Source: an optimization exercise on an open RTL-to-GDS flow (aim: small area, a short achievable clock period and few clock cycles). Production flows keep margins and buffers that such runs may drop. Function was not checked in any run shown here: the RTL went through the layout flow alone.

$ cat flow/design.v
module bitcoin_hash1(
input logic          clk, reset_n, start,
input logic   [15:0] message_addr, output_addr,
output logic          done, mem_we,
output logic   [15:0] mem_addr,
output logic   [31:0] mem_write_data,
input logic   [31:0] mem_read_data);
localparam logic [31:0] IV0 = 32'h6a09e667, IV1 = 32'hbb67ae85,
                        IV2 = 32'h3c6ef372, IV3 = 32'ha54ff53a,
                        IV4 = 32'h510e527f, IV5 = 32'h9b05688c,
                        IV6 = 32'h1f83d9ab, IV7 = 32'h5be0cd19;
function automatic logic [31:0] sha256_k(input logic [5:0] i);
  case (i)
    6'd0: sha256_k = 32'h428a2f98;
    6'd1: sha256_k = 32'h71374491;
    6'd2: sha256_k = 32'hb5c0fbcf;
    6'd3: sha256_k = 32'he9b5dba5;
    6'd4: sha256_k = 32'h3956c25b;
    6'd5: sha256_k = 32'h59f111f1;
    6'd6: sha256_k = 32'h923f82a4;
    6'd7: sha256_k = 32'hab1c5ed5;
    6'd8: sha256_k = 32'hd807aa98;
    6'd9: sha256_k = 32'h12835b01;
    6'd10: sha256_k = 32'h243185be;
    6'd11: sha256_k = 32'h550c7dc3;
    6'd12: sha256_k = 32'h72be5d74;
    6'd13: sha256_k = 32'h80deb1fe;
    6'd14: sha256_k = 32'h9bdc06a7;
    6'd15: sha256_k = 32'hc19bf174;
    6'd16: sha256_k = 32'he49b69c1;
    6'd17: sha256_k = 32'hefbe4786;
    6'd18: sha256_k = 32'h0fc19dc6;
    6'd19: sha256_k = 32'h240ca1cc;
    6'd20: sha256_k = 32'h2de92c6f;
    6'd21: sha256_k = 32'h4a7484aa;
    6'd22: sha256_k = 32'h5cb0a9dc;
    6'd23: sha256_k = 32'h76f988da;
    6'd24: sha256_k = 32'h983e5152;
    6'd25: sha256_k = 32'ha831c66d;
    6'd26: sha256_k = 32'hb00327c8;
    6'd27: sha256_k = 32'hbf597fc7;
    6'd28: sha256_k = 32'hc6e00bf3;
    6'd29: sha256_k = 32'hd5a79147;
    6'd30: sha256_k = 32'h06ca6351;
    6'd31: sha256_k = 32'h14292967;
    6'd32: sha256_k = 32'h27b70a85;
    6'd33: sha256_k = 32'h2e1b2138;
    6'd34: sha256_k = 32'h4d2c6dfc;
    6'd35: sha256_k = 32'h53380d13;
    6'd36: sha256_k = 32'h650a7354;
    6'd37: sha256_k = 32'h766a0abb;
    6'd38: sha256_k = 32'h81c2c92e;
    6'd39: sha256_k = 32'h92722c85;
    6'd40: sha256_k = 32'ha2bfe8a1;
    6'd41: sha256_k = 32'ha81a664b;
    6'd42: sha256_k = 32'hc24b8b70;
    6'd43: sha256_k = 32'hc76c51a3;
    6'd44: sha256_k = 32'hd192e819;
    6'd45: sha256_k = 32'hd6990624;
    6'd46: sha256_k = 32'hf40e3585;
    6'd47: sha256_k = 32'h106aa070;
    6'd48: sha256_k = 32'h19a4c116;
    6'd49: sha256_k = 32'h1e376c08;
    6'd50: sha256_k = 32'h2748774c;
    6'd51: sha256_k = 32'h34b0bcb5;
    6'd52: sha256_k = 32'h391c0cb3;
    6'd53: sha256_k = 32'h4ed8aa4a;
    6'd54: sha256_k = 32'h5b9cca4f;
    6'd55: sha256_k = 32'h682e6ff3;
    6'd56: sha256_k = 32'h748f82ee;
    6'd57: sha256_k = 32'h78a5636f;
    6'd58: sha256_k = 32'h84c87814;
    6'd59: sha256_k = 32'h8cc70208;
    6'd60: sha256_k = 32'h90befffa;
    6'd61: sha256_k = 32'ha4506ceb;
    6'd62: sha256_k = 32'hbef9a3f7;
    default: sha256_k = 32'hc67178f2;
  endcase
endfunction
function automatic logic [31:0] rotr(input logic [31:0] x, input int s);
  rotr = (x >> s) | (x << (32 - s));
endfunction
localparam logic [1:0] PH_IDLE = 2'd0, PH_B1 = 2'd1, PH_N = 2'd2;
logic [1:0] phase;
logic [7:0] cnt;      
logic [3:0] n;        
logic [5:0] kidx;     
logic       last_n;
logic [31:0] A, B, C, D, E, F, G, H, P;
logic [31:0] w [16];
logic [31:0] r [8];
wire b1 = (phase == PH_B1);
wire nn = (phase == PH_N);
assign last_n = (n == 4'd15);
wire       ivin   = (b1 && cnt >= 8'd8 && cnt <= 8'd11) || (nn && cnt >= 8'd64 && cnt <= 8'd67);
wire [1:0] ivk    = b1 ? 2'(cnt - 8'd8) : 2'(cnt - 8'd64);
wire       t12    = b1 && cnt >= 8'd76;
wire [2:0] t12k   = 3'(cnt - 8'd76);
wire       t2     = nn && cnt >= 8'd132;
wire       fixon  = nn && cnt >= 8'd66 && cnt <= 8'd73;
wire [1:0] fixt   = 2'(cnt - 8'd66);
wire       wload  = nn && cnt == 8'd64;
logic [2:0] tsel;   
always_comb begin
  tsel = 3'd0;
  if (b1) begin
    if (cnt >= 8'd1 && cnt <= 8'd16) tsel = 3'd2;
    else if (cnt >= 8'd17 && cnt <= 8'd64) tsel = 3'd1;
    else if (cnt >= 8'd73 && cnt <= 8'd75) tsel = 3'd2;
    else if (cnt == 8'd76) tsel = 3'd3;
    else if (cnt == 8'd77) tsel = 3'd4;
  end else begin
    if (cnt == 8'd4) tsel = 3'd5;
    else if (cnt >= 8'd5 && cnt <= 8'd52) tsel = 3'd1;
    else if (cnt == 8'd65) tsel = 3'd4;
    else if (cnt == 8'd72) tsel = 3'd6;
    else if (cnt >= 8'd73 && cnt <= 8'd120) tsel = 3'd1;
    else if (cnt >= 8'd125 && cnt <= 8'd127) tsel = 3'd2;
    else if (cnt == 8'd128) tsel = 3'd3;
    else if (cnt == 8'd129) tsel = 3'd4;
  end
end
wire [3:0] nonce_w = b1 ? 4'd0 : n + 4'd1;
wire [31:0] s0w  = rotr(w[1], 7) ^ rotr(w[1], 18) ^ (w[1] >> 3);
wire [31:0] s1w  = rotr(w[14], 17) ^ rotr(w[14], 19) ^ (w[14] >> 10);
wire [31:0] wnew = w[0] + s0w + w[9] + s1w;
logic [31:0] tail;
always_comb begin
  case (tsel)
    3'd1: tail = wnew;
    3'd2: tail = mem_read_data;
    3'd3: tail = {28'd0, nonce_w};
    3'd4: tail = 32'h80000000;
    3'd5: tail = 32'd640;
    3'd6: tail = 32'd256;
    default: tail = 32'd0;
  endcase
end
logic [31:0] addend;
always_comb begin
  if (t12) begin
    case (t12k)
      3'd0: addend = IV3; 3'd1: addend = IV2; 3'd2: addend = IV1; 3'd3: addend = IV0;
      3'd4: addend = IV7; 3'd5: addend = IV6; 3'd6: addend = IV5; default: addend = IV4;
    endcase
  end else begin
    case (fixt)
      2'd0: addend = r[1]; 2'd1: addend = r[7]; 2'd2: addend = r[5]; default: addend = r[3];
    endcase
  end
end
wire [31:0] fixout = (t12 ? D : w[7]) + addend;
wire        h2last = nn && cnt == 8'd130;
wire [31:0] kval   = h2last ? 32'h307b5f59 : sha256_k(kidx);
wire [31:0] S0  = rotr(A, 2) ^ rotr(A, 13) ^ rotr(A, 22);
wire [31:0] S1  = rotr(E, 6) ^ rotr(E, 11) ^ rotr(E, 25);
wire [31:0] ch  = (E & F) ^ (~E & G);
wire [31:0] maj = (A & B) ^ (A & C) ^ (B & C);
wire [31:0] A_rnd = P + S1 + ch + S0 + maj;
wire [31:0] E_rnd = P + S1 + ch + D;
logic [31:0] ivA, ivE;
always_comb begin
  case (ivk)
    2'd0: begin ivA = IV3; ivE = IV7; end
    2'd1: begin ivA = IV2; ivE = IV6; end
    2'd2: begin ivA = IV1; ivE = IV5; end
    default: begin ivA = IV0; ivE = IV4; end
  endcase
end
always_ff @(posedge clk) begin
  if (t12)       begin A <= H;    E <= fixout; end
  else if (t2)   begin A <= r[4]; E <= r[0];   end
  else if (ivin) begin A <= ivA;  E <= ivE;    end
  else           begin A <= A_rnd; E <= E_rnd; end
  B <= A; C <= B; D <= C;
  F <= E; G <= F; H <= G;
  P <= G + kval + w[6];
  for (int i = 0; i < 6; i++) w[i] <= w[i+1];
  w[6] <= fixon ? fixout : w[7];
  w[7] <= w[8];
  if (wload) begin
    w[8] <= A; w[9] <= B; w[10] <= C; w[11] <= D;
    w[12] <= E; w[13] <= F; w[14] <= G; w[15] <= H;
  end else begin
    for (int i = 8; i < 15; i++) w[i] <= w[i+1];
    w[15] <= tail;
  end
  for (int i = 0; i < 7; i++) r[i] <= r[i+1];
  r[7] <= t12 ? fixout : r[0];
end
always_ff @(posedge clk) begin
  if (phase == PH_IDLE) begin
    cnt <= 8'd0;
    n <= 4'd0;
    mem_addr <= message_addr;
  end else begin
    if ((b1 && cnt == 8'd83) || (nn && cnt == 8'd135)) cnt <= 8'd0;
    else cnt <= cnt + 8'd1;
    if (nn && cnt == 8'd135) n <= n + 4'd1;
    if (b1 && (cnt <= 8'd14 || cnt == 8'd72 || cnt == 8'd73)) mem_addr <= mem_addr + 16'd1;
    else if (b1 && cnt == 8'd71) mem_addr <= message_addr + 16'd16;
    else if (nn && cnt == 8'd123) mem_addr <= message_addr + 16'd16;
    else if (nn && (cnt == 8'd124 || cnt == 8'd125)) mem_addr <= mem_addr + 16'd1;
    else if (nn && cnt == 8'd131) mem_addr <= output_addr + {12'd0, n};
  end
  if ((b1 && (cnt == 8'd10 || cnt == 8'd82)) || (nn && (cnt == 8'd66 || cnt == 8'd134)))
    kidx <= 6'd0;
  else
    kidx <= kidx + 6'd1;
end
assign mem_write_data = A;
always_ff @(posedge clk, negedge reset_n) begin
  if (!reset_n) begin
    phase <= PH_IDLE;
    done <= 1'b0;
    mem_we <= 1'b0;
  end else begin
    mem_we <= nn && cnt == 8'd131;
    case (phase)
      PH_IDLE: if (start) begin phase <= PH_B1; done <= 1'b0; end
      PH_B1:   if (cnt == 8'd83) phase <= PH_N;
      default: if (cnt == 8'd132 && last_n) begin phase <= PH_IDLE; done <= 1'b1; end
    endcase
  end
end
endmodule
$ cat flow/run.sh
#!/bin/bash
# synth_recipe.tcl (not shown) runs the flow's synth.tcl, then flattens the netlist and writes it again
# the make line also repeats each setting of config.mk as NAME=value (left out here)
make -C /OpenROAD-flow-scripts/flow DESIGN_CONFIG=/design/flow/config.mk WORK_HOME=/design/flow/orfs CLKGATE_MAP_FILE= SYNTH_SCRIPT=/design/flow/synth_recipe.tcl finish
$ cat flow/config.mk
export PLATFORM = sky130hd
export DESIGN_NAME = bitcoin_hash1
export DESIGN_NICKNAME = bitcoin_hash1
export VERILOG_FILES = /design/flow/design.v
export SDC_FILE = /design/flow/constraint.sdc
export NUM_CORES = 8
export LEC_CHECK = 0
export CAP_MARGIN = 20
export CORE_MARGIN = 2
export CORE_UTILIZATION = 40
export SLEW_MARGIN = 20
$ cat flow/constraint.sdc
create_clock -name core_clock -period 8.0 [get_ports {clk}]
set_input_delay 1.6000 -clock core_clock [delete_from_list [all_inputs] [get_ports {clk}]]
set_output_delay 1.6000 -clock core_clock [all_outputs]
set_load 0.01 [all_outputs]
==> impl_metrics.tcl, run 1 <==
set metrics [dict create \
    outcome "finished clean" \
    drtAntennaViolNets 0 \
    drc 0 \
    root_buffer "clkbuf_16" \
    max_freq_ghz 0.140 \
    hold_ws_ns 0.285 \
    finalSetupTns_ns 0 \
    cts_inserted_buffers 114 \
    die_y_um 362 \
    vias 40800 \
    fin_util 0.454 \
    synth_cell_types 114 \
    ctsHoldBuffers 0 \
    post-cts-setup-buffers 0 \
    netlist_instances 5529 \
    startpoint_type "flip-flop" \
    ys_seq_area_frac 0.444 \
    async_flop_share 0.00355 \
    place_area_mm2 0.0538 \
    detailed_place_hpwl_um 159000 \
    relSlewSlack 0.253 \
    post_drt_wl_per_cell_um 27.9 \
    core_mm2 0.127 \
    finalInstanceArea_mm2 0.0578 \
    drive_above_1_share 0.0650 \
    grt.total_usage 0.305 \
    portBuffers 116 \
    ys.warnings.count 3 \
    grt-busiest-layer "met2" \
    drv_cap 0 \
    syn_nets 5977 \
    synth-edff-count 16 \
    postCtsResizedCells 0 \
    crit_path_top_delay_cell "fa_1" \
    gr-total-overflow 0 \
    ys.flop_type "dfxtp_1" \
    clockBufferDepth 3 \
    grt_max_degree 163 \
    clock_sinks 1126 \
    drtIter0Drc 4821 \
    antenna_found_initial 23 \
    grt_util_met2 0.461 \
    r2r_start "E[12]" \
    gp_congestion 1.03 \
    grt_use_met1 0.423 \
    synth_top_area_cell "dfxtp_1" \
    firstDrtPassIters 6 \
    nFillCells 12300 \
    synthTopCellsByArea "dfxtp_1 (43%), nand2_1 (7.7%), fa_1 (6.3%)" \
    startpoint "E[12]" \
    die_w_um 362 \
    setup_viol 0 \
    tritoncts "done" \
    ys_ff_latch 1126 \
    tightest_slew_ns 1.11 \
    cts_max_level 3 \
    syn_to_final_growth_pct 13.0 \
    cp.required_ns 8.65 \
    grt_first_pass_wirelength_um 285000 \
    worst_path_largest_cell_delay_ns 0.52 \
    rows 131 \
    hold_viol_final 0 \
    min_period_ns 7.16 \
    avgSynthCellArea_um2 9.25 \
    clk_pin_slew_ns 0.06 \
    rsz0062_at_grt "no" \
    critPathKind "reg2reg" \
    crit_path_frequent_cell "fa_1" \
    crit_arrival_ns 7.81 \
    period_share 0.894 \
    worst_skew_pair.late_latency_ns 0.77 \
    crit_path_end_kind "flip-flop" \
    cp_max_fo 6 \
    io_pins 117 \
    synth.top_cell.area_share 0.433 \
    grt_pass1_vias 38100 \
    die_area_mm2 0.131 \
    nNetsFinal 5984 \
    start_util 0.402 \
    drt-total-wl_um 204000 \
    critPathBufInv 1 \
    viasPerCell 5.59 \
    holdCritStartpoint "w[8][13]" \
    slew_viol_final 0 \
    hold_path_class "reg2reg" \
    netlist_area_mm2 0.0511 \
    final_cells 7306 \
    dp.cells 7081 \
    crit_family "compound AO/OA/AOI/OAI gates" \
    fin_skew_ns 0.0701 \
    use_met3 0.0497 \
]
final timing paths:
check | to | slack, ns | cells after the start
worst max-delay path | A[29] | 0.84 | 27
worst min-delay path | w[7][13] | 0.28 | 0
worst max register to register | A[29] | 0.84 | 27
worst min register to register | w[7][13] | 0.28 | 0
max in group asynchronous | phase[1] | 6.78 | 1
min in group asynchronous | mem_we | 1.05 | 1
through the flow:
| step | setup WS [ns] |
|---|---|
| floorplan | 1.82 |
| global placement | 0.946 |
| detailed placement | 0.936 |
| CTS | 0.927 |
| global route | 0.424 |
| finish | 0.844 |
cell type report:
type | instances | area [um2] | area share
multi-input combinational | 3865 | 26400 | 0.456
timing repair buffer | 187 | 1740 | 0.0302
tap | 1662 | 2080 | 0.0360
clock buffer | 155 | 3180 | 0.0550
antenna | 14 | 35.0 | 0.000606
clock inverter | 55 | 737 | 0.0128
sequential | 1126 | 22700 | 0.393
inverter | 242 | 911 | 0.0158
registers in the layout, indices dropped and copies added, names as in the netlist:
signal                                                flops
mem_we                                                    1
A                                                        32
C                                                        32
sha256_k$func$/design/flow/design.v:154$5480.$result     32
kidx                                                      6
E                                                        32
phase                                                     2
n                                                         4
D                                                        32
F                                                        32
H                                                        32
r                                                       256
mem_addr                                                 16
G                                                        32
done                                                      1
B                                                        32
w                                                       512
P                                                        32
cnt                                                       8
layout by cell type (no fill, tap or decap), types with 36 or more instances in the layout:
master / synthesis / routed
o21a_1: 36 / 36
a21oi_1: 304 / 304
nor2_1: 276 / 275
nor3_1: 74 / 72
a21o_1: 113 / 113
mux2i_1: 38 / 38
nand2_1: 1045 / 1045
xor2_1: 133 / 133
fa_1: 161 / 161
inv_1: 237 / 236
buf_4: 5 / 66
clkdlybuf4s50_1: 0 / 116
o21ai_0: 291 / 290
dfxtp_1: 1106 / 1106
clkbuf_16: 0 / 114
ha_1: 220 / 217
a31oi_1: 42 / 42
nand3_1: 83 / 82
xnor2_1: 328 / 326
metal layers:
metal  vias up  wire (um)
met1     19800      88700
met3       315      16500
met2      1864      88000
li1      18800          -
met4        10      10900
met5         -         57
cell families (layout without fill, tap and decap cells):
family,Yosys count,count (layout),synth area share
XOR/XNOR,463,463,0.0797
flip-flops,1126,1126,0.444
buffers and inverters,538,639,0.0418
AND/OR/NAND/NOR,1716,1716,0.144
adder cells (fa/ha/maj),404,404,0.121
multiplexers,71,71,0.0147
AO/OA/AOI/OAI,1211,1211,0.154
other,0,14,0
cells in the mapped netlist, types with 74 or more instances:
| cell | instances |
|---|---|
| a21o_1 | 113 |
| a21oi_1 | 304 |
| clkbuf_1 | 221 |
| dfxtp_1 | 1106 |
| fa_1 | 161 |
| ha_1 | 220 |
| inv_1 | 237 |
| nand2_1 | 1045 |
| nand3_1 | 83 |
| nor2_1 | 276 |
| nor3_1 | 74 |
| o21ai_0 | 291 |
| xnor2_1 | 328 |
| xor2_1 | 133 |
==> inputs of run 2 (changes only) <==
--- a/flow/design.v
+++ b/flow/design.v
@@ -82,47 +82,80 @@
 endfunction
 localparam logic [1:0] PH_IDLE = 2'd0, PH_B1 = 2'd1, PH_N = 2'd2;
-logic [1:0] phase;
-logic [7:0] cnt;      
-logic [3:0] n;        
-logic [5:0] kidx;     
-logic       last_n;
+logic [1:0] phase, phase_n;
+logic [7:0] cnt, cnt_n;   
+logic [3:0] n;            
+logic [5:0] kidx;         
+wire        last_n = (n == 4'd15);
 logic [31:0] A, B, C, D, E, F, G, H, P;
 logic [31:0] w [16];
 logic [31:0] r [8];
-wire b1 = (phase == PH_B1);
-wire nn = (phase == PH_N);
-assign last_n = (n == 4'd15);
-wire       ivin   = (b1 && cnt >= 8'd8 && cnt <= 8'd11) || (nn && cnt >= 8'd64 && cnt <= 8'd67);
-wire [1:0] ivk    = b1 ? 2'(cnt - 8'd8) : 2'(cnt - 8'd64);
-wire       t12    = b1 && cnt >= 8'd76;
-wire [2:0] t12k   = 3'(cnt - 8'd76);
-wire       t2     = nn && cnt >= 8'd132;
-wire       fixon  = nn && cnt >= 8'd66 && cnt <= 8'd73;
-wire [1:0] fixt   = 2'(cnt - 8'd66);
-wire       wload  = nn && cnt == 8'd64;
-logic [2:0] tsel;   
-always_comb begin
-  tsel = 3'd0;
+always_comb begin
+  phase_n = phase;
+  cnt_n = cnt + 8'd1;
+  case (phase)
+    PH_IDLE: begin cnt_n = 8'd0; if (start) phase_n = PH_B1; end
+    PH_B1:   if (cnt == 8'd83) begin phase_n = PH_N; cnt_n = 8'd0; end
+    default: if (cnt == 8'd135) cnt_n = 8'd0;
+             else if (cnt == 8'd132 && last_n) phase_n = PH_IDLE;
+  endcase
+end
+typedef struct packed {
+  logic       ivin;    
+  logic [1:0] ivk;
+  logic       t12;     
+  logic [2:0] t12k;
+  logic       t2;      
+  logic       fixon;   
+  logic [1:0] fixt;
+  logic       wload;   
+  logic [2:0] tsel;    
+  logic       h2last;  
+} ctl_t;
+function automatic ctl_t decode(input logic [1:0] ph, input logic [7:0] c);
+  ctl_t k;
+  logic b1, nn;
+  b1 = (ph == PH_B1);
+  nn = (ph == PH_N);
+  k.ivin   = (b1 && c >= 8'd8 && c <= 8'd11) || (nn && c >= 8'd64 && c <= 8'd67);
+  k.ivk    = b1 ? 2'(c - 8'd8) : 2'(c - 8'd64);
+  k.t12    = b1 && c >= 8'd76;
+  k.t12k   = 3'(c - 8'd76);
+  k.t2     = nn && c >= 8'd132;
+  k.fixon  = nn && c >= 8'd66 && c <= 8'd73;
+  k.fixt   = 2'(c - 8'd66);
+  k.wload  = nn && c == 8'd64;
+  k.h2last = nn && c == 8'd130;
+  k.tsel   = 3'd0;
   if (b1) begin
-    if (cnt >= 8'd1 && cnt <= 8'd16) tsel = 3'd2;
-    else if (cnt >= 8'd17 && cnt <= 8'd64) tsel = 3'd1;
-    else if (cnt >= 8'd73 && cnt <= 8'd75) tsel = 3'd2;
-    else if (cnt == 8'd76) tsel = 3'd3;
-    else if (cnt == 8'd77) tsel = 3'd4;
-  end else begin
-    if (cnt == 8'd4) tsel = 3'd5;
-    else if (cnt >= 8'd5 && cnt <= 8'd52) tsel = 3'd1;
-    else if (cnt == 8'd65) tsel = 3'd4;
-    else if (cnt == 8'd72) tsel = 3'd6;
-    else if (cnt >= 8'd73 && cnt <= 8'd120) tsel = 3'd1;
-    else if (cnt >= 8'd125 && cnt <= 8'd127) tsel = 3'd2;
-    else if (cnt == 8'd128) tsel = 3'd3;
-    else if (cnt == 8'd129) tsel = 3'd4;
-  end
-end
-wire [3:0] nonce_w = b1 ? 4'd0 : n + 4'd1;
+    if (c >= 8'd1 && c <= 8'd16) k.tsel = 3'd2;
+    else if (c >= 8'd17 && c <= 8'd64) k.tsel = 3'd1;
+    else if (c >= 8'd73 && c <= 8'd75) k.tsel = 3'd2;
+    else if (c == 8'd76) k.tsel = 3'd3;
+    else if (c == 8'd77) k.tsel = 3'd4;
+  end else begin
+    if (c == 8'd4) k.tsel = 3'd5;
+    else if (c >= 8'd5 && c <= 8'd52) k.tsel = 3'd1;
+    else if (c == 8'd65) k.tsel = 3'd4;
+    else if (c == 8'd72) k.tsel = 3'd6;
+    else if (c >= 8'd73 && c <= 8'd120) k.tsel = 3'd1;
+    else if (c >= 8'd125 && c <= 8'd127) k.tsel = 3'd2;
+    else if (c == 8'd128) k.tsel = 3'd3;
+    else if (c == 8'd129) k.tsel = 3'd4;
+  end
+  decode = k;
+endfunction
+ctl_t ct;
+always_ff @(posedge clk) ct <= decode(phase_n, cnt_n);
+wire       ivin = ct.ivin,  t12 = ct.t12, t2 = ct.t2, fixon = ct.fixon, wload = ct.wload, h2last = ct.h2last;
+wire [1:0] ivk = ct.ivk, fixt = ct.fixt;
+wire [2:0] t12k = ct.t12k, tsel = ct.tsel;
+wire [3:0] nonce_w = (phase == PH_B1) ? 4'd0 : n + 4'd1;
 wire [31:0] s0w  = rotr(w[1], 7) ^ rotr(w[1], 18) ^ (w[1] >> 3);
 wire [31:0] s1w  = rotr(w[14], 17) ^ rotr(w[14], 19) ^ (w[14] >> 10);
-wire [31:0] wnew = w[0] + s0w + w[9] + s1w;
+wire [31:0] vs   = w[0] ^ w[9] ^ s0w;
+wire [31:0] vc   = ((w[0] & w[9]) | (w[0] & s0w) | (w[9] & s0w)) << 1;
+wire [31:0] us   = vs ^ vc ^ s1w;
+wire [31:0] uc   = ((vs & vc) | (vs & s1w) | (vc & s1w)) << 1;
+wire [31:0] wnew = us + uc;
 logic [31:0] tail;
 always_comb begin
@@ -151,5 +184,4 @@
 end
 wire [31:0] fixout = (t12 ? D : w[7]) + addend;
-wire        h2last = nn && cnt == 8'd130;
 wire [31:0] kval   = h2last ? 32'h307b5f59 : sha256_k(kidx);
 wire [31:0] S0  = rotr(A, 2) ^ rotr(A, 13) ^ rotr(A, 22);
@@ -157,6 +189,14 @@
 wire [31:0] ch  = (E & F) ^ (~E & G);
 wire [31:0] maj = (A & B) ^ (A & C) ^ (B & C);
-wire [31:0] A_rnd = P + S1 + ch + S0 + maj;
-wire [31:0] E_rnd = P + S1 + ch + D;
+wire [31:0] xs  = P ^ ch ^ S1;
+wire [31:0] xc  = ((P & ch) | (P & S1) | (ch & S1)) << 1;
+wire [31:0] ys  = xs ^ xc ^ S0;
+wire [31:0] yc  = ((xs & xc) | (xs & S0) | (xc & S0)) << 1;
+wire [31:0] zs  = ys ^ yc ^ maj;
+wire [31:0] zc  = ((ys & yc) | (ys & maj) | (yc & maj)) << 1;
+wire [31:0] es  = xs ^ xc ^ D;
+wire [31:0] ec  = ((xs & xc) | (xs & D) | (xc & D)) << 1;
+wire [31:0] A_rnd = zs + zc;
+wire [31:0] E_rnd = es + ec;
 logic [31:0] ivA, ivE;
 always_comb begin
@@ -175,5 +215,5 @@
   B <= A; C <= B; D <= C;
   F <= E; G <= F; H <= G;
-  P <= G + kval + w[6];
+  P <= (G ^ kval ^ w[6]) + (((G & kval) | (G & w[6]) | (kval & w[6])) << 1);
   for (int i = 0; i < 6; i++) w[i] <= w[i+1];
   w[6] <= fixon ? fixout : w[7];
@@ -189,19 +229,16 @@
   r[7] <= t12 ? fixout : r[0];
 end
+wire b1 = (phase == PH_B1);
+wire nn = (phase == PH_N);
 always_ff @(posedge clk) begin
-  if (phase == PH_IDLE) begin
-    cnt <= 8'd0;
-    n <= 4'd0;
-    mem_addr <= message_addr;
-  end else begin
-    if ((b1 && cnt == 8'd83) || (nn && cnt == 8'd135)) cnt <= 8'd0;
-    else cnt <= cnt + 8'd1;
-    if (nn && cnt == 8'd135) n <= n + 4'd1;
-    if (b1 && (cnt <= 8'd14 || cnt == 8'd72 || cnt == 8'd73)) mem_addr <= mem_addr + 16'd1;
-    else if (b1 && cnt == 8'd71) mem_addr <= message_addr + 16'd16;
-    else if (nn && cnt == 8'd123) mem_addr <= message_addr + 16'd16;
-    else if (nn && (cnt == 8'd124 || cnt == 8'd125)) mem_addr <= mem_addr + 16'd1;
-    else if (nn && cnt == 8'd131) mem_addr <= output_addr + {12'd0, n};
-  end
+  cnt <= cnt_n;
+  if (phase == PH_IDLE) n <= 4'd0;
+  else if (nn && cnt == 8'd135) n <= n + 4'd1;
+  if (phase == PH_IDLE) mem_addr <= message_addr;
+  else if (b1 && (cnt <= 8'd14 || cnt == 8'd72 || cnt == 8'd73)) mem_addr <= mem_addr + 16'd1;
+  else if (b1 && cnt == 8'd71) mem_addr <= message_addr + 16'd16;
+  else if (nn && cnt == 8'd123) mem_addr <= message_addr + 16'd16;
+  else if (nn && (cnt == 8'd124 || cnt == 8'd125)) mem_addr <= mem_addr + 16'd1;
+  else if (nn && cnt == 8'd131) mem_addr <= output_addr + {12'd0, n};
   if ((b1 && (cnt == 8'd10 || cnt == 8'd82)) || (nn && (cnt == 8'd66 || cnt == 8'd134)))
     kidx <= 6'd0;
@@ -216,10 +253,8 @@
     mem_we <= 1'b0;
   end else begin
+    phase <= phase_n;
     mem_we <= nn && cnt == 8'd131;
-    case (phase)
-      PH_IDLE: if (start) begin phase <= PH_B1; done <= 1'b0; end
-      PH_B1:   if (cnt == 8'd83) phase <= PH_N;
-      default: if (cnt == 8'd132 && last_n) begin phase <= PH_IDLE; done <= 1'b1; end
-    endcase
+    if (phase == PH_IDLE && start) done <= 1'b0;
+    else if (nn && cnt == 8'd132 && last_n) done <= 1'b1;
   end
 end
--- a/flow/config.mk
+++ b/flow/config.mk
@@ -6,4 +6,5 @@
 export NUM_CORES = 8
 export LEC_CHECK = 0
+export ABC_AREA = 1
 export CAP_MARGIN = 20
 export CORE_MARGIN = 2
==> run 2 against run 1 <==
Critical path depth down 9. Global-route usage up 4.2 points. Sequential cell count up 11. Wire length up 19%. Register-to-register slack better by 1.6 ns. Die area up 5.0%. Largest cell class unchanged.
==> impl_metrics.tcl, run 2 <==
set metrics [dict create \
    relSlewSlack 0.186 \
    die_w_um 370 \
    gp_congestion 1.08 \
    syn_nets 7163 \
    finalSetupTns_ns 0 \
    min_period_ns 5.54 \
    final_cell_mix "nand2_1 (1,812), dfxtp_1 (1,115), inv_1 (773)" \
    crit_path_end_kind "flip-flop" \
    postCtsResizedCells 0 \
    grt_pass1_vias 43700 \
    crit_arrival_ns 6.14 \
    synthTopCellsByCount "nand2_1 (1,812), dfxtp_1 (1,117), inv_1 (775)" \
    die_y_um 370 \
    clock_sinks 1137 \
    setup_viol 0 \
    grt.total_usage 0.347 \
    max_freq_ghz 0.180 \
    gr-total-overflow 0 \
    layout_commonest_cell "nand2_1" \
    start_util 0.403 \
    cts_max_level 3 \
    synth_cell_types 63 \
    largest_reg_flops 512 \
    ys_ff_latch 1137 \
    drt-total-wl_um 243000 \
    async_flop_share 0.00352 \
    multiInputGateArea_mm2 0.0268 \
    firstDrtPassIters 8 \
    cts_inserted_buffers 116 \
    portBuffers 116 \
    drtAntennaViolNets 0 \
    synth-edff-count 16 \
    nFillCells 13400 \
    rr_endpoint "A[6]" \
    root_buffer "clkbuf_16" \
    cp.required_ns 8.60 \
    rsz0062_at_grt "no" \
    syn_to_final_growth_pct 13.0 \
    drc 0 \
    drv_cap 0 \
    nNetsFinal 7207 \
    crit_path_frequent_cell "inv_1" \
    synthTopCellsByArea "dfxtp_1 (42%), nand2_1 (13%), fa_1 (8.2%)" \
    netlist_instances 6691 \
    slew_viol_final 0 \
    viasPerCell 5.46 \
    grt_max_degree 175 \
    register_area_mm2 0.0229 \
    hold_path_class "reg2reg" \
    endpoint "A[6]" \
    detailed_place_hpwl_um 198000 \
    critPathKind "reg2reg" \
    grt_first_pass_wirelength_um 333000 \
    avgSynthCellArea_um2 8.02 \
    post-cts-setup-buffers 0 \
    netlist_area_mm2 0.0537 \
    synth_top_area_cell "dfxtp_1" \
    final_cells 8605 \
    synth.top_cell.area_share 0.417 \
    ctsHoldBuffers 0 \
    cp_max_fo 6 \
    rows 134 \
    regMostFlops "w" \
    drtIter0Drc 6432 \
    startpoint_type "flip-flop" \
    tritoncts "done" \
    worst_path_largest_cell_delay_ns 0.80 \
    io_pins 117 \
    antenna_found_initial 12 \
    ys_seq_area_frac 0.427 \
    drive_above_1_share 0.0482 \
    worst_skew_pair.late_latency_ns 0.79 \
    outcome "finished clean" \
    startpoint "E[27]" \
    reg2reg_depth 18 \
    r2r_start "E[27]" \
    post_drt_wl_per_cell_um 28.2 \
    hold_viol_final 0 \
    die_area_mm2 0.137 \
    cp_cell_sequence "xnor2_1 -> xor2_1 -> inv_1 -> fa_1 -> inv_1 -> fa_1 -> inv_1 -> fa_1 -> ha_1 -> nand3_1 -> nand2_1 -> inv_1 -> o21ai_0 -> a21oi_1 -> o21ai_0 -> nand2_1 -> o211ai_1 -> o21ai_0" \
    hold_ws_ns 0.261 \
    clk_pin_slew_ns 0.07 \
    ff2ff_setup_slack_ns 2.46 \
    crit_path_top_delay_cell "dfxtp_1" \
    top_regs "w: 512 flops, r: 256 flops" \
    period_share 0.693 \
    dp.cells 8385 \
    vias 47000 \
    tightest_slew_ns 1.21 \
    core_mm2 0.133 \
    ys.flop_type "dfxtp_1" \
    synth_most_common_cell "nand2_1" \
    fin_skew_ns 0.108 \
    ys.warnings.count 3 \
    clockBufferDepth 3 \
]
run 2: stage by stage:
| stage | utilization | instance area [um2] | worst slack, ns |
|---|---|---|---|
| after floorplan | - | 53700 | 3.72 |
| after global placement | 0.424 | 56500 | 2.47 |
| after detailed placement | 0.424 | 56500 | 2.56 |
| after CTS | 0.455 | 60700 | 2.51 |
| after global routing | 0.455 | 60700 | 2.30 |
| final | 0.455 | 60700 | 2.46 |
run 2: logic make-up after synthesis:
| family | after synthesis | synth area share |
|---|---|---|
| buffers and inverters | 1027 | 0.0739 |
| flip-flops | 1137 | 0.427 |
| AO/OA/AOI/OAI | 939 | 0.0972 |
| XOR/XNOR | 331 | 0.0540 |
| AND/OR/NAND/NOR | 2819 | 0.216 |
| multiplexers | 2 | 0.000373 |
| adder cells (fa/ha/maj) | 436 | 0.131 |
run 2: worst min path at each step:
stage / from / to / cells past startpoint
final: r[1][4] / r[0][4] / 0
after global routing: r[1][4] / r[0][4] / 0
after CTS: r[1][4] / r[0][4] / 0
after detailed placement: r[2][2] / r[1][2] / 0
after global placement: r[2][15] / r[1][15] / 0
after floorplan: r[2][0] / r[1][0] / 0
run 2: per-layer routing:
layer  track usage  wire, um  vias up
met2         0.518    103000     2400
met4         0.152     12500        2
met5             0        11        -
li1              -         -    21300
met1         0.488    105000    22800
met3        0.0620     22300      418
run 2: area by class of cell:
type | instances | share of cell area
Clock buffer | 154 | 0.0542
Tap cell | 1768 | 0.0365
Antenna cell | 5 | 0.000206
Multi-Input combinational cell | 4527 | 0.442
Clock inverter | 61 | 0.0150
Inverter | 796 | 0.0494
Sequential cell | 1137 | 0.378
Timing Repair Buffer | 157 | 0.0244
run 2: critical path, delay by kind of cell (launching register included):
kind | cells | cell delay, ns
AOI/OAI and AO/OA | 5 | 1.30
xor gates and xnor gates | 2 | 0.38
adders and majority gates | 4 | 1.97
buffers and inverters | 4 | 0.28
DFF | 1 | 0.80
and+or+nand+nor | 3 | 0.63
==> inputs of run 3 (changes only) <==
--- a/flow/config.mk
+++ b/flow/config.mk
@@ -6,5 +6,4 @@
 export NUM_CORES = 8
 export LEC_CHECK = 0
-export ABC_AREA = 1
 export CAP_MARGIN = 20
 export CORE_MARGIN = 2
==> run 3 against run 2 <==
Still clean on timing, DRC and antenna. Clock skew down 0.048 ns. Cell area down 4.4%. Non-clock buffer count up 1. Via count down 21%.
==> impl_metrics.tcl, run 3 <==
set metrics [dict create \
    ctsHoldBuffers 0 \
    synth_most_common_cell "dfxtp_1" \
    outcome "finished clean" \
    antenna_found_initial 8 \
    top_regs "w: 512 flops, r: 256 flops" \
    dr_wl_met2_um 83100 \
    grt_pass1_vias 36800 \
    grt.total_usage 0.273 \
    max_freq_ghz 0.162 \
    largest_reg_flops 512 \
    drtIter0Drc 3583 \
    io_pins 117 \
    hold_path_class "reg2reg" \
    final_cells 6738 \
    clk_pin_slew_ns 0.07 \
    min_period_ns 6.18 \
    start_util 0.403 \
    period_share 0.772 \
    synth_cell_types 100 \
    drc 0 \
    netlist_instances 4951 \
    cts_inserted_buffers 114 \
    slew_viol_final 0 \
    clockBufferDepth 3 \
    avgSynthCellArea_um2 10.4 \
    portBuffers 116 \
    tightest_slew_ns 1.17 \
    dp.cells 6524 \
    ys_seq_area_frac 0.445 \
    drive_above_1_share 0.125 \
    syn_to_final_growth_pct 12.6 \
    firstDrtPassIters 6 \
    gr-total-overflow 0 \
    root_buffer "clkbuf_16" \
    wl_met3_um 12100 \
    cp_max_fo 6 \
    reg2reg_depth 20 \
    synth.top_cell.area_share 0.434 \
    cp.required_ns 8.60 \
    startpoint_type "flip-flop" \
    syn_nets 5423 \
    die_y_um 363 \
    worst_skew_pair.late_latency_ns 0.79 \
    top_layer "met5" \
    crit_arrival_ns 6.77 \
    layout_commonest_cell "dfxtp_1" \
    ys.warnings.count 3 \
    die_area_mm2 0.132 \
    gp_congestion 0.982 \
    synth-edff-count 16 \
    critPathKind "reg2reg" \
    clock_sinks 1137 \
    nNetsFinal 5450 \
    synthTopCellsByCount "dfxtp_1 (1,117), inv_1 (376), xnor2_1 (338)" \
    finalSetupTns_ns 0 \
    viasPerCell 5.48 \
    synth_top_area_cell "dfxtp_1" \
    drtAntennaViolNets 0 \
    ys_ff_latch 1137 \
    grt_max_degree 142 \
    met1_length_um 76900 \
    synthTopCellsByArea "dfxtp_1 (43%), fa_1 (8.5%), mux2_2 (6.5%)" \
    fin_skew_ns 0.0596 \
    rows 131 \
    cts_max_level 3 \
    regMostFlops "w" \
    core_mm2 0.128 \
    grt_first_pass_wirelength_um 259000 \
    hold_depth 0 \
    setup_viol 0 \
    hold_viol_final 0 \
    post_drt_wl_per_cell_um 27.0 \
    crit_path_end_kind "flip-flop" \
    rsz0062_at_grt "no" \
    detailed_place_hpwl_um 143000 \
    ys.flop_type "dfxtp_1" \
    netlist_area_mm2 0.0515 \
    postCtsResizedCells 0 \
    final_cell_mix "dfxtp_1 (1,112), inv_1 (375), xnor2_1 (338)" \
    async_flop_share 0.00352 \
    drt-total-wl_um 182000 \
    die_w_um 363 \
    vias 36900 \
    post-cts-setup-buffers 0 \
    tritoncts "done" \
    drv_cap 0 \
    relSlewSlack 0.212 \
]
## run 3: layout make-up
cell class | instances | area, um2
sequential | 1137 | 23000
fill | 12000 | 69700
timing repair buffer | 158 | 1500
multi-input combinational | 3186 | 26000
clock buffer | 152 | 3220
tap | 1662 | 2080
inverter | 381 | 1440
antenna | 1 | 2.50
clock inverter | 61 | 785
## run 3: cells by family after synthesis
kind of cell | share of synthesized area
flip-flops | 0.445
buffers and inverters | 0.0496
adder cells (fa/ha/maj) | 0.137
AO/OA/AOI/OAI | 0.128
AND/OR/NAND/NOR | 0.0821
XOR/XNOR | 0.0755
multiplexers | 0.0832
## run 3: metal layers
layer	vias up	GRT usage
met4	6	0.126
met5	-	0
met2	1405	0.437
met1	18200	0.360
met3	315	0.0458
li1	17000	-
## run 3: stage by stage
stage	worst slack, ns	hold slack, ns	utilization	cell area (um2)
6_report	1.82	0.301	0.454	58000
5_1_grt	1.52	0.315	0.454	58000
4_1_cts	2.01	0.306	0.454	58000
3_5_place_dp	2.12	0.312	0.423	54000
3_3_place_gp	2.16	0.310	0.423	54000
2_1_floorplan	2.99	0.310	-	51500
## run 3: worst max-delay path, stage by stage (launching register included)
cell       delay, ns
dfxtp_1         0.63
xnor2_1         0.20
xnor2_1         0.21
fa_1            0.53
inv_1           0.08
fa_1            0.48
inv_1           0.05
fa_1            0.48
ha_1            0.18
inv_1           0.07
fa_1            0.46
nand2b_1        0.18
a21oi_1         0.30
o21ai_0         0.31
a2111oi_0       0.56
nor2_1          0.21
o31ai_2         0.44
a31oi_1         0.19
o21ai_1         0.18
xnor2_1         0.14
a31oi_1         0.10
## run 3: worst paths after layout
kind | endpoint | start | slack (ns)
worst max-delay path | A[29] | E[26] | 1.82
worst min-delay path | w[3][11] | w[4][11] | 0.30
worst max register to register | A[29] | E[26] | 1.82
worst min register to register | w[3][11] | w[4][11] | 0.30
max in group asynchronous | phase[0] | reset_n | 6.74
min in group asynchronous | mem_we | reset_n | 1.08
==> inputs of run 4 (changes only) <==
--- a/flow/config.mk
+++ b/flow/config.mk
@@ -6,6 +6,8 @@
 export NUM_CORES = 8
 export LEC_CHECK = 0
+export ABC_AREA = 1
 export CAP_MARGIN = 20
 export CORE_MARGIN = 2
 export CORE_UTILIZATION = 40
+export SETUP_SLACK_MARGIN = 3
 export SLEW_MARGIN = 20
==> run 4 against run 3 <==
Still clean on timing, DRC and antenna. Wire length rose by 34%. Sequential share of layout area shrank 1.8 points. Via count increased by 27%. Critical path depth shrank 1. Critical path type unchanged. Highest routed layer unchanged.
==> impl_metrics.tcl, run 4 <==
set metrics [dict create \
    max_freq_ghz 0.204 \
    clk_pin_slew_ns 0.07 \
    clock_sinks 1137 \
    clockBufferDepth 3 \
    synth-edff-count 16 \
    final_cell_mix "nand2_1 (1,810), dfxtp_1 (1,095), inv_1 (772)" \
    hold_ws_ns 0.261 \
    drtIter0Drc 6534 \
    antenna_found_initial 12 \
    period_share 0.613 \
    hold_path_class "reg2reg" \
    tritoncts "done" \
    viasPerCell 5.46 \
    slew_viol_final 0 \
    setup_viol 0 \
    root_buffer "clkbuf_16" \
    startpoint_type "flip-flop" \
    synth_cell_types 63 \
    netlist_area_mm2 0.0537 \
    ys_ff_latch 1137 \
    post_drt_wl_per_cell_um 28.2 \
    die_area_mm2 0.137 \
    ctsHoldBuffers 0 \
    drc 0 \
    drtAntennaViolNets 0 \
    grt.total_usage 0.347 \
    detailed_place_hpwl_um 198000 \
    drv_cap 0 \
    synthTopCellsByCount "nand2_1 (1,812), dfxtp_1 (1,117), inv_1 (775)" \
    outcome "finished clean" \
    nFillCells 13400 \
    finalSetupTns_ns 0 \
    ys.flop_type "dfxtp_1" \
    start_util 0.403 \
    io_pins 117 \
    portBuffers 116 \
    syn_nets 7163 \
    firstDrtPassIters 7 \
    gp_congestion 1.08 \
    cts_max_level 3 \
    nNetsFinal 7208 \
    place_area_mm2 0.0565 \
    drive_above_1_share 0.0534 \
    synth_top_area_cell "dfxtp_1" \
    crit_arrival_ns 5.53 \
    hold_viol_final 0 \
    rows 134 \
    register_area_mm2 0.0230 \
    vias 47000 \
    die_w_um 370 \
    min_period_ns 4.91 \
    synth_most_common_cell "nand2_1" \
    finalInstanceArea_mm2 0.0608 \
    avgSynthCellArea_um2 8.02 \
    synthTopCellsByArea "dfxtp_1 (42%), nand2_1 (13%), fa_1 (8.2%)" \
    grt_first_pass_wirelength_um 333000 \
    ys.warnings.count 3 \
    drt-total-wl_um 243000 \
    async_flop_share 0.00352 \
    relSlewSlack 0.238 \
    grt_pass1_vias 43700 \
    worst_skew_pair.late_latency_ns 0.79 \
    grt_max_degree 175 \
    multiInputGateArea_mm2 0.0269 \
    netlist_instances 6691 \
    top_regs "w: 512 flops, r: 256 flops" \
    core_mm2 0.133 \
    largest_reg_flops 512 \
    fin_util 0.456 \
    cp.required_ns 8.62 \
    rsz0062_at_grt "yes" \
    tightest_slew_ns 1.14 \
    fin_skew_ns 0.107 \
    cp_max_fo 44 \
    gr-total-overflow 0 \
    layout_commonest_cell "nand2_1" \
    regMostFlops "w" \
    cts_inserted_buffers 116 \
    synth.top_cell.area_share 0.417 \
    crit_path_end_kind "flip-flop" \
    ys_seq_area_frac 0.427 \
    die_y_um 370 \
    syn_to_final_growth_pct 13.2 \
    critPathKind "reg2reg" \
]
[run 4: cells by family after synthesis]
kind of cell             Yosys count  synth area share
flip-flops                      1137             0.427
XOR/XNOR                         331            0.0540
multiplexers                       2          0.000373
AND/OR/NAND/NOR                 2819             0.216
AO/OA/AOI/OAI                    939            0.0972
adder cells (fa/ha/maj)          436             0.131
buffers and inverters           1027            0.0739
[run 4: worst paths after layout]
check                         from       end  slack, ns  cells after the start
setup / recovery            ct[12]      E[8]       3.09                     19
hold / removal             r[1][4]   r[0][4]       0.26                      0
setup reg to reg            ct[12]      E[8]       3.09                     19
hold reg to reg            r[1][4]   r[0][4]       0.26                      0
max in group asynchronous  reset_n    mem_we       6.82                      1
min in group asynchronous  reset_n  phase[1]       1.02                      1
[run 4: what timing repair did]
action / CTS / global route
setup buffers: 0 / 1
hold endpoints to repair: 0 / 0
resized for setup: 14 / 38
setup endpoints to repair: 33 / 51
pin swaps: 0 / 1
[run 4: routing by layer]
metal,track usage,part of all wire,up-vias
met3,0.0617,0.094,400
met2,0.518,0.42,2464
met1,0.488,0.43,22800
li1,-,-,21300
met5,0,0.000045,-
met4,0.152,0.052,2
[run 4: cell type report]
| type | count | area share |
|---|---|---|
| Clock inverter | 61 | 0.0150 |
| Sequential cell | 1137 | 0.378 |
| Antenna cell | 5 | 0.000206 |
| Tap cell | 1768 | 0.0364 |
| Clock buffer | 154 | 0.0541 |
| Timing Repair Buffer | 158 | 0.0245 |
| Multi-Input combinational cell | 4527 | 0.442 |
| Inverter | 796 | 0.0493 |
[run 4: through the flow]
step	setup WS [ns]	cells
floorplan	3.72	6691
global placement	2.47	8385
detailed placement	2.56	8385
CTS	2.97	8600
global route	2.96	8602
finish	3.09	8606
[run 4: critical path, stage by stage (launching register included)]
cell and delay, ns:
dfxtp_4 0.47, inv_4 0.46, buf_4 0.55, nor2_1 0.17, o2111ai_1 0.29, o21ai_0 0.17, inv_1 0.10, ha_1 0.18
inv_1 0.07, fa_1 0.49, o21ai_1 0.27, nand2_1 0.08, nand2_1 0.19, nand3_1 0.10, nand2_1 0.16, xor2_1 0.15
nand2_1 0.11, nand2_1 0.11, o21ai_0 0.38, inv_1 0.15
==> inputs of run 5 (changes only) <==
--- a/flow/config.mk
+++ b/flow/config.mk
@@ -10,4 +10,4 @@
 export CORE_MARGIN = 2
 export CORE_UTILIZATION = 40
-export SETUP_SLACK_MARGIN = 3
+export SETUP_SLACK_MARGIN = 4
 export SLEW_MARGIN = 20
==> run 5 against run 4 <==
Register-to-register slack better by 0.45 ns. Hold slack better by 0.050 ns. Area after synthesis unchanged. Cell count increased by 1.1%. Sequential cell count did not move. Via count is 1.0% higher. Sequential share of layout area fell by 1.9 points. Maximum frequency increased by 10%. Critical endpoint is now A[25].
==> impl_metrics.tcl, run 5 <==
set metrics [dict create \
    startpoint_type "flip-flop" \
    synth_top_area_cell "dfxtp_1" \
    hold_depth 0 \
    netlist_area_mm2 0.0537 \
    worst_path_largest_cell_delay_ns 0.54 \
    ctsHoldBuffers 0 \
    tritoncts "done" \
    clock_sinks 1137 \
    start_util 0.403 \
    clk_pin_slew_ns 0.07 \
    regMostFlops "w" \
    tightest_slew_ns 1.32 \
    firstDrtPassIters 6 \
    ff2ff_setup_slack_ns 3.55 \
    gp_congestion 1.10 \
    relSlewSlack 0.121 \
    crit_path_frequent_cell "inv_2" \
    cts_max_level 3 \
    dpl_worst_slack_ns 2.53 \
    ys_ff_latch 1137 \
    portBuffers 116 \
    max_freq_ghz 0.225 \
    layout_commonest_cell "nand2_1" \
    synth.top_cell.area_share 0.417 \
    die_w_um 370 \
    post_drt_wl_per_cell_um 27.9 \
    synth-edff-count 16 \
    root_buffer "clkbuf_16" \
    top_regs "w: 512 flops, r: 256 flops" \
    grt_pass1_vias 44100 \
    holdCritStartpoint "w[5][20]" \
    outcome "finished clean" \
    rsz0062_at_grt "yes" \
    async_flop_share 0.00352 \
    synth_most_common_cell "nand2_1" \
    fin_skew_ns 0.0333 \
    nNetsFinal 7299 \
    slew_viol_final 0 \
    antenna_found_initial 17 \
    timing.final.ws_setup_ns 3.55 \
    core_mm2 0.133 \
    syn_nets 7163 \
    rows 134 \
    grt_first_pass_wirelength_um 334000 \
    cp_max_fo 4 \
    reg2reg_depth 25 \
    crit_arrival_ns 5.09 \
    finalInstanceArea_mm2 0.0644 \
    crit_path_end_kind "flip-flop" \
    drtAntennaViolNets 0 \
    grt_max_degree 175 \
    min_period_ns 4.45 \
    hold_viol_final 0 \
    synthTopCellsByCount "nand2_1 (1,812), dfxtp_1 (1,117), inv_1 (775)" \
    r2r_start "E[12]" \
    critPathKind "reg2reg" \
    drive_above_1_share 0.141 \
    rr_endpoint "A[25]" \
    drtIter0Drc 6332 \
    min_to "w[4][20]" \
    period_share 0.557 \
    syn_to_final_growth_pct 19.9 \
    synthTopCellsByArea "dfxtp_1 (42%), nand2_1 (13%), fa_1 (8.2%)" \
    avgSynthCellArea_um2 8.02 \
    detailed_place_hpwl_um 195000 \
    crit_path_top_delay_cell "fa_2" \
    final_cell_mix "nand2_1 (1,742), dfxtp_1 (1,052), inv_1 (730)" \
    cts_inserted_buffers 117 \
    drv_cap 0 \
    synth_cell_types 63 \
    vias 47500 \
    io_pins 117 \
    gr-total-overflow 0 \
    ys.flop_type "dfxtp_1" \
    hold_path_class "reg2reg" \
    grt.total_usage 0.346 \
    cp.required_ns 8.64 \
    drc 0 \
    fin_util 0.483 \
    die_y_um 370 \
    ys_seq_area_frac 0.427 \
    ys.warnings.count 3 \
    finalSetupTns_ns 0 \
    largest_reg_flops 512 \
    clockBufferDepth 3 \
    place_area_mm2 0.0565 \
    netlist_instances 6691 \
    die_area_mm2 0.137 \
    worst_skew_pair.late_latency_ns 0.75 \
    drt-total-wl_um 243000 \
    viasPerCell 5.46 \
    setup_viol 0 \
]
-- run 5: logic make-up after synthesis --
family          after synthesis  synth area share
flops                      1137             0.427
compound gates              939            0.0972
simple gates               2819             0.216
fa+ha+maj                   436             0.131
xor+xnor                    331            0.0540
mux                           2          0.000373
buf+inv                    1027            0.0739
-- run 5: routing by layer --
| metal | part of all wire | track usage | wire length [um] |
|---|---|---|---|
| met1 | 0.43 | 0.485 | 104000 |
| met2 | 0.42 | 0.512 | 102000 |
| met3 | 0.096 | 0.0625 | 23300 |
| met4 | 0.057 | 0.165 | 13900 |
| met5 | 0.00019 | 0 | 46 |
-- run 5: how the worst max path moves through the flow --
stage / start / end
floorplan: E[12] / A[25]
global placement: E[27] / A[22]
detailed placement: E[27] / A[22]
CTS: E[26] / A[25]
global route: E[23] / A[23]
finish: E[12] / A[25]
-- run 5: layout make-up --
| class | instances | area, um2 |
|---|---|---|
| fill | 13000 | 68900 |
| multi-input combinational | 4527 | 29600 |
| sequential | 1137 | 23100 |
| clock buffer | 150 | 3250 |
| inverter | 796 | 3070 |
| timing repair buffer | 248 | 2340 |
| tap | 1768 | 2210 |
| clock inverter | 68 | 782 |
| antenna | 6 | 15.0 |
-- run 5: what timing repair did --
| action | 4_1_cts | 5_1_grt |
|---|---|---|
| setup endpoints to repair | 165 | 117 |
| resized for setup | 483 | 374 |
| setup buffers | 50 | 42 |
| cloned | 1 | 0 |
| pin swaps | 64 | 108 |
-- run 5: per-stage QoR --
stage,std cells,hold slack (ns)
floorplan,6691,0.310
global route,8695,0.316
CTS,8652,0.311
global placement,8383,0.310
finish,8700,0.311
detailed placement,8383,0.312
-- run 5: critical path, delay by kind of cell (launching register included) --
family / cells / cell delay, ns
compound gates: 1 / 0.15
xor+xnor: 2 / 0.40
flops: 1 / 0.37
buf+inv: 6 / 0.37
fa+ha+maj: 5 / 2.21
simple gates: 11 / 0.85
==> inputs of run 6 (changes only) <==
--- a/flow/config.mk
+++ b/flow/config.mk
@@ -10,4 +10,4 @@
 export CORE_MARGIN = 2
 export CORE_UTILIZATION = 40
-export SETUP_SLACK_MARGIN = 4
+export SETUP_SLACK_MARGIN = 5
 export SLEW_MARGIN = 20
==> run 6 against run 5 <==
Worst setup slack gained 0.049 ns. Critical path depth shrank 9. Die area is the same.
==> impl_metrics.tcl, run 6 <==
set metrics [dict create \
    outcome "finished clean" \
    hold_depth 0 \
    ys_seq_area_frac 0.427 \
    grt_first_pass_wirelength_um 351000 \
    synth_most_common_cell "nand2_1" \
    setup_viol 0 \
    cts_inserted_buffers 114 \
    cts_max_level 3 \
    ctsHoldBuffers 0 \
    clk_pin_slew_ns 0.06 \
    r2r_start "E[17]" \
    slew_viol_final 0 \
    final_cell_mix "nand2_1 (1,544), dfxtp_1 (1,006), inv_1 (669)" \
    drtIter0Drc 5674 \
    worst_skew_pair.late_latency_ns 0.79 \
    ys_ff_latch 1137 \
    rr_endpoint "A[23]" \
    hold_path_class "reg2reg" \
    min_period_ns 4.40 \
    drv_cap 0 \
    post_drt_wl_per_cell_um 28.2 \
    cp.required_ns 8.63 \
    grt_max_degree 220 \
    die_area_mm2 0.137 \
    reg2reg_depth 16 \
    ff2ff_setup_slack_ns 3.60 \
    drtAntennaViolNets 0 \
    drc 0 \
    top_regs "w: 512 flops, r: 256 flops" \
    viasPerCell 5.55 \
    syn_to_final_growth_pct 38.2 \
    rows 134 \
    ys.flop_type "dfxtp_1" \
    synthTopCellsByArea "dfxtp_1 (42%), nand2_1 (13%), fa_1 (8.2%)" \
    critPathKind "reg2reg" \
    synthTopCellsByCount "nand2_1 (1,812), dfxtp_1 (1,117), inv_1 (775)" \
    crit_arrival_ns 5.04 \
    layout_commonest_cell "nand2_1" \
    gp_congestion 1.11 \
    largest_reg_flops 512 \
    vias 50500 \
    avgSynthCellArea_um2 8.02 \
    cp_max_fo 4 \
    final_cells 9111 \
    tritoncts "done" \
    detailed_place_hpwl_um 195000 \
    netlist_instances 6691 \
    netlist_area_mm2 0.0537 \
    portBuffers 116 \
    dp.cells 8387 \
    synth-edff-count 16 \
    grt.total_usage 0.361 \
    dpl_worst_slack_ns 2.70 \
    endpoint "A[23]" \
    relSlewSlack 0.162 \
    rsz0062_at_grt "yes" \
    firstDrtPassIters 8 \
    start_util 0.403 \
    crit_path_end_kind "flip-flop" \
    grt_pass1_vias 47400 \
    io_pins 117 \
    drive_above_1_share 0.307 \
    die_w_um 370 \
    synth.top_cell.area_share 0.417 \
    antenna_found_initial 13 \
    max_freq_ghz 0.227 \
    clockBufferDepth 3 \
    regMostFlops "w" \
    hold_viol_final 0 \
    synth_cell_types 63 \
    root_buffer "clkbuf_16" \
    core_mm2 0.133 \
    gr-total-overflow 0 \
    synth_top_area_cell "dfxtp_1" \
    async_flop_share 0.00352 \
    period_share 0.550 \
    syn_nets 7163 \
    clock_sinks 1137 \
    startpoint "E[17]" \
    nNetsFinal 7711 \
    die_y_um 370 \
    startpoint_type "flip-flop" \
    timing.final.ws_setup_ns 3.60 \
    fin_skew_ns 0.0612 \
    finalSetupTns_ns 0 \
    drt-total-wl_um 257000 \
    ys.warnings.count 3 \
    tightest_slew_ns 1.24 \
]
run 6: changes by cell type in the layout (fill, tap and decap cells not counted), sizes merged, moves of 2 or more:
cell,before,now
clkdlybuf4s50,116,61
buf,130,589
dlymetal6s2s,0,3
clkdlybuf4s15,0,2
diode,6,12
clkinvlp,20,9
inv,804,797
clkbuf,151,159
bufinv,10,12
run 6: how the worst min path moves through the flow:
stage          startpoint       end  slack (ns)
2_1_floorplan    w[2][19]  w[1][19]        0.31
4_1_cts          r[6][17]  r[5][17]        0.29
3_3_place_gp      r[6][3]   r[5][3]        0.31
3_5_place_dp     w[2][21]  w[1][21]        0.31
5_1_grt          w[3][31]  w[2][31]        0.31
6_report         r[6][17]  r[5][17]        0.29
run 6: final cells by class:
cell class              instances  area (um2)
diodes                         12        30.0
clock buffers                 157        3270
clock inverters                51         779
fillers                     12000       59100
inverters                     796        3140
multi-input cells            4529       35000
flip-flops and latches       1137       23300
well taps                    1768        2210
repair buffers                660        6450
repair inverters                1        8.76
run 6: stage by stage:
stage	hold slack, ns	util	cell area [um2]
2_1_floorplan	0.310	-	55200
3_3_place_gp	0.310	0.434	57800
3_5_place_dp	0.312	0.434	57800
4_1_cts	0.289	0.521	69400
5_1_grt	0.308	0.556	74200
6_report	0.287	0.557	74200
run 6: routing by layer:
layer,vias up,global-route usage,part of all wire
met5,-,0,0.00014
met4,6,0.191,0.071
met3,780,0.0932,0.10
met2,2872,0.552,0.43
met1,24400,0.467,0.40
li1,22500,-,-
run 6: worst max-delay path, stage by stage (launching register included):
cell	delay (ns)
dfxtp_4	0.42
xnor2_2	0.13
xor2_1	0.16
inv_1	0.07
fa_1	0.62
inv_2	0.08
fa_2	0.61
inv_2	0.06
fa_2	0.47
ha_4	0.33
nand2_1	0.15
nor2_2	0.37
a21oi_4	0.14
o211ai_1	0.36
a21boi_1	0.12
o21ai_1	0.08
a21oi_1	0.07
run 6: logic make-up (layout without fill, tap and decap cells):
| kind of cell | after synthesis | after routing | share of synthesized area |
|---|---|---|---|
| adder cells (fa/ha/maj) | 436 | 436 | 0.131 |
| buffers and inverters | 1027 | 1665 | 0.0739 |
| XOR/XNOR | 331 | 331 | 0.0540 |
| AND/OR/NAND/NOR | 2819 | 2821 | 0.216 |
| AO/OA/AOI/OAI | 939 | 939 | 0.0972 |
| flip-flops | 1137 | 1137 | 0.427 |
| multiplexers | 2 | 2 | 0.000373 |
| other | 0 | 12 | 0 |
run 6: repair_timing:
| item | CTS | global route |
|---|---|---|
| setup endpoints to repair | 288 | 257 |
| resized for setup | 1569 | 808 |
| pin swaps | 302 | 425 |
| endpoints found under the hold margin | 0 | 0 |
| setup buffers | 305 | 194 |
| cloned | 5 | 0 |
==> inputs of run 7 (changes only) <==
==> flow/flow/run.sh (new file) <==
#!/bin/bash
# Own layout flow: the standard ORFS flow (standard.sh) with one change,
# no full/half-adder cell extraction in synthesis (ADDER_MAP_FILE empty), so
# ABC maps the carry-save and adder logic itself. Everything else, including
# the synthesis script, the flow settings and the constraints, is the standard flow's.
set -euo pipefail
sed 's#CLKGATE_MAP_FILE= #CLKGATE_MAP_FILE= ADDER_MAP_FILE= #' standard.sh > standard_nofa.sh
grep -q 'ADDER_MAP_FILE= ' standard_nofa.sh
bash standard_nofa.sh finish > flow_make.log 2>&1
==> flow/standard.sh (new file) <==
#!/bin/bash
# synth_recipe.tcl (not shown) runs the flow's synth.tcl, then flattens the netlist and writes it again
# the make line also repeats each setting of config.mk as NAME=value (left out here)
make -C /OpenROAD-flow-scripts/flow DESIGN_CONFIG=/design/flow/config.mk WORK_HOME=/design/flow/orfs CLKGATE_MAP_FILE= SYNTH_SCRIPT=/design/flow/synth_recipe.tcl "${@:-finish}"
--- a/flow/config.mk
+++ b/flow/config.mk
@@ -10,4 +10,4 @@
 export CORE_MARGIN = 2
 export CORE_UTILIZATION = 40
-export SETUP_SLACK_MARGIN = 5
+export SETUP_SLACK_MARGIN = 4
 export SLEW_MARGIN = 20
removed: flow/run.sh
==> run 7 against run 6 <==
Worst setup slack gained 0.32 ns. Core utilization shrank 9.7 points. Cell count grew 19%. Non-clock buffer count shrank 478. Cell area fell by 11%. Via count up 15%. Die area is 7.5% higher. Clock skew decreased by 0.0020 ns. Clock-buffer cell count up 4. Synthesized cell count grew 30%. Hold slack better by 0.0076 ns. Critical path type unchanged. Largest cell class unchanged. Highest routed layer unchanged.
==> impl_metrics.tcl, run 7 <==
set metrics [dict create \
    cts_max_level 3 \
    grt-busiest-layer "met2" \
    grt_util_met2 0.532 \
    min_period_ns 4.08 \
    ys_ff_latch 1137 \
    period_share 0.510 \
    crit_path_end_kind "flip-flop" \
    crit_arrival_ns 4.74 \
    critPathKind "reg2reg" \
    grt_use_met1 0.508 \
    drtAntennaViolNets 0 \
    grt_first_pass_wirelength_um 384000 \
    nNetsFinal 8899 \
    drt-total-wl_um 278000 \
    detailed_place_hpwl_um 230000 \
    post_drt_wl_per_cell_um 25.7 \
    cts_inserted_buffers 119 \
    hold_ws_ns 0.294 \
    slew_viol_final 0 \
    die_area_mm2 0.147 \
    clk_pin_slew_ns 0.07 \
    top_regs "w: 512 flops, r: 256 flops" \
    relSlewSlack 0.212 \
    clock_sinks 1137 \
    io_pins 117 \
    tightest_slew_ns 1.17 \
    tritoncts "done" \
    layout_commonest_cell "nand2_1" \
    grt.total_usage 0.367 \
    netlist_instances 8698 \
    die_w_um 384 \
    synth.top_cell.area_share 0.387 \
    syn_to_final_growth_pct 14.0 \
    regMostFlops "w" \
    antenna_found_initial 24 \
    setup_viol 0 \
    drc 0 \
    firstDrtPassIters 8 \
    start_util 0.403 \
    multiInputGateArea_mm2 0.0305 \
    fin_skew_ns 0.0591 \
    startpoint_type "flip-flop" \
    ys.warnings.count 3 \
    outcome "finished clean" \
    nFillCells 14900 \
    gp_congestion 1.03 \
]
-- run 7: cell count changes after synthesis, sizes merged, moves of 29 or more --
cell and delta:
nand2 +1575, nor2 +253, inv +245, nand3 +242
fa -219, ha -186, o21ai +164, a21oi -81
clkbuf -70, or2 +53, xor2 +37, xnor2 -29
-- run 7: repair_timing --
action / in CTS / in global routing
endpoints found under the setup margin: 113 / 109
pin swaps: 2 / 4
gates resized for setup: 55 / 161
setup buffers: 8 / 10
gates cloned: 1 / 0
-- run 7: cell families after synthesis --
kind of cell / Yosys count / synth area share
and+or+nand+nor: 4939 / 0.361
buffers and inverters: 1220 / 0.0827
AOI/OAI and AO/OA: 1041 / 0.103
muxes: 2 / 0.000347
DFF: 1137 / 0.397
xor gates and xnor gates: 339 / 0.0519
adders and majority gates: 20 / 0.00347
-- run 7: final timing paths --
check                      startpoint        to  slack, ns  cells past startpoint
min                          w[8][19]  w[7][19]       0.29                      0
min reg2reg                  w[8][19]  w[7][19]       0.29                      0
max reg2reg                    ct[12]     E[15]       3.92                     20
max                            ct[12]     E[15]       3.92                     20
max in group asynchronous     reset_n  phase[1]       6.78                      1
min in group asynchronous     reset_n  phase[0]       1.04                      1
-- run 7: critical path, stage by stage (launching register included) --
cell and delay (ns):
dfxtp_4 0.43, buf_4 0.46, nand2_1 0.25, nand2_1 0.22
inv_1 0.08, nor2_1 0.18, inv_1 0.09, nand2_2 0.12
o21ai_1 0.09, o21bai_4 0.22, nand2_1 0.08, nand2_1 0.14
nand2_1 0.11, nand2_1 0.16, nand2_1 0.15, nand2_1 0.06
nand3_1 0.08, nand3_1 0.22, nand2_1 0.31, nor2_1 0.14
a21oi_4 0.31
-- run 7: metrics by stage --
stage | instances | setup slack (ns) | instance area [um2]
3_3_place_gp | 10600 | 3.08 | 60900
5_1_grt | 10800 | 3.82 | 65800
6_report | 10800 | 3.92 | 65900
4_1_cts | 10800 | 3.80 | 65300
2_1_floorplan | 8698 | 4.36 | 57800
3_5_place_dp | 10600 | 3.15 | 60900
-- run 7: layout make-up --
class / count / share of cell area
Inverter: 1050 / 0.0608
Antenna cell: 9 / 0.000342
Clock buffer: 161 / 0.0517
Sequential cell: 1137 / 0.350
Timing Repair Buffer: 182 / 0.0262
Multi-Input combinational cell: 6342 / 0.464
Clock inverter: 61 / 0.0118
Tap cell: 1903 / 0.0361
-- run 7: per-layer routing --
layer,vias to the layer above,routed length [um]
li1,27700,-
met1,27400,122000
met2,2689,114000
met3,507,25300
met4,24,17000
met5,-,173

## static timing again, ports no longer ideal
Ports are ideal in the flow. The routed layouts listed here were re-timed in OpenROAD. Step 1 (the two cells are an assumption about what drives the block):
set clk [get_ports {clk}]
set_driving_cell -lib_cell sky130_fd_sc_hd__clkbuf_16 $clk
set_driving_cell -lib_cell sky130_fd_sc_hd__buf_2 [delete_from_list [all_inputs] $clk]
Step 2 times the ports against the registers' clock, not the clock port: input delays grow and output delays shrink by t, the midpoint of the rising clock arrivals with the driver on. a / b / c = ideal ports / drivers / drivers and shift; a / b = the first two.
run	shift t [ns]	slack for setup (ns)	cell pins on the clock port's net
run 1	0.819	0.844 / 0.844 / 0.844	1
run 2	0.808	2.456 / 2.456 / 2.456	1
run 3	0.830	1.824 / 1.824 / 1.824	1
run 4	0.809	3.094 / 3.094 / 3.094	1
run 5	0.819	3.548 / 3.548 / 3.548	1
run 6	0.839	3.596 / 3.596 / 3.596	1
run 7	0.851	3.919 / 3.919 / 3.527	1
After both steps setup and hold are still met in every run listed. For run 7, which loses most, drivers alone change the setup slack by 0.000 ns; drivers and shift together by -0.392 ns.
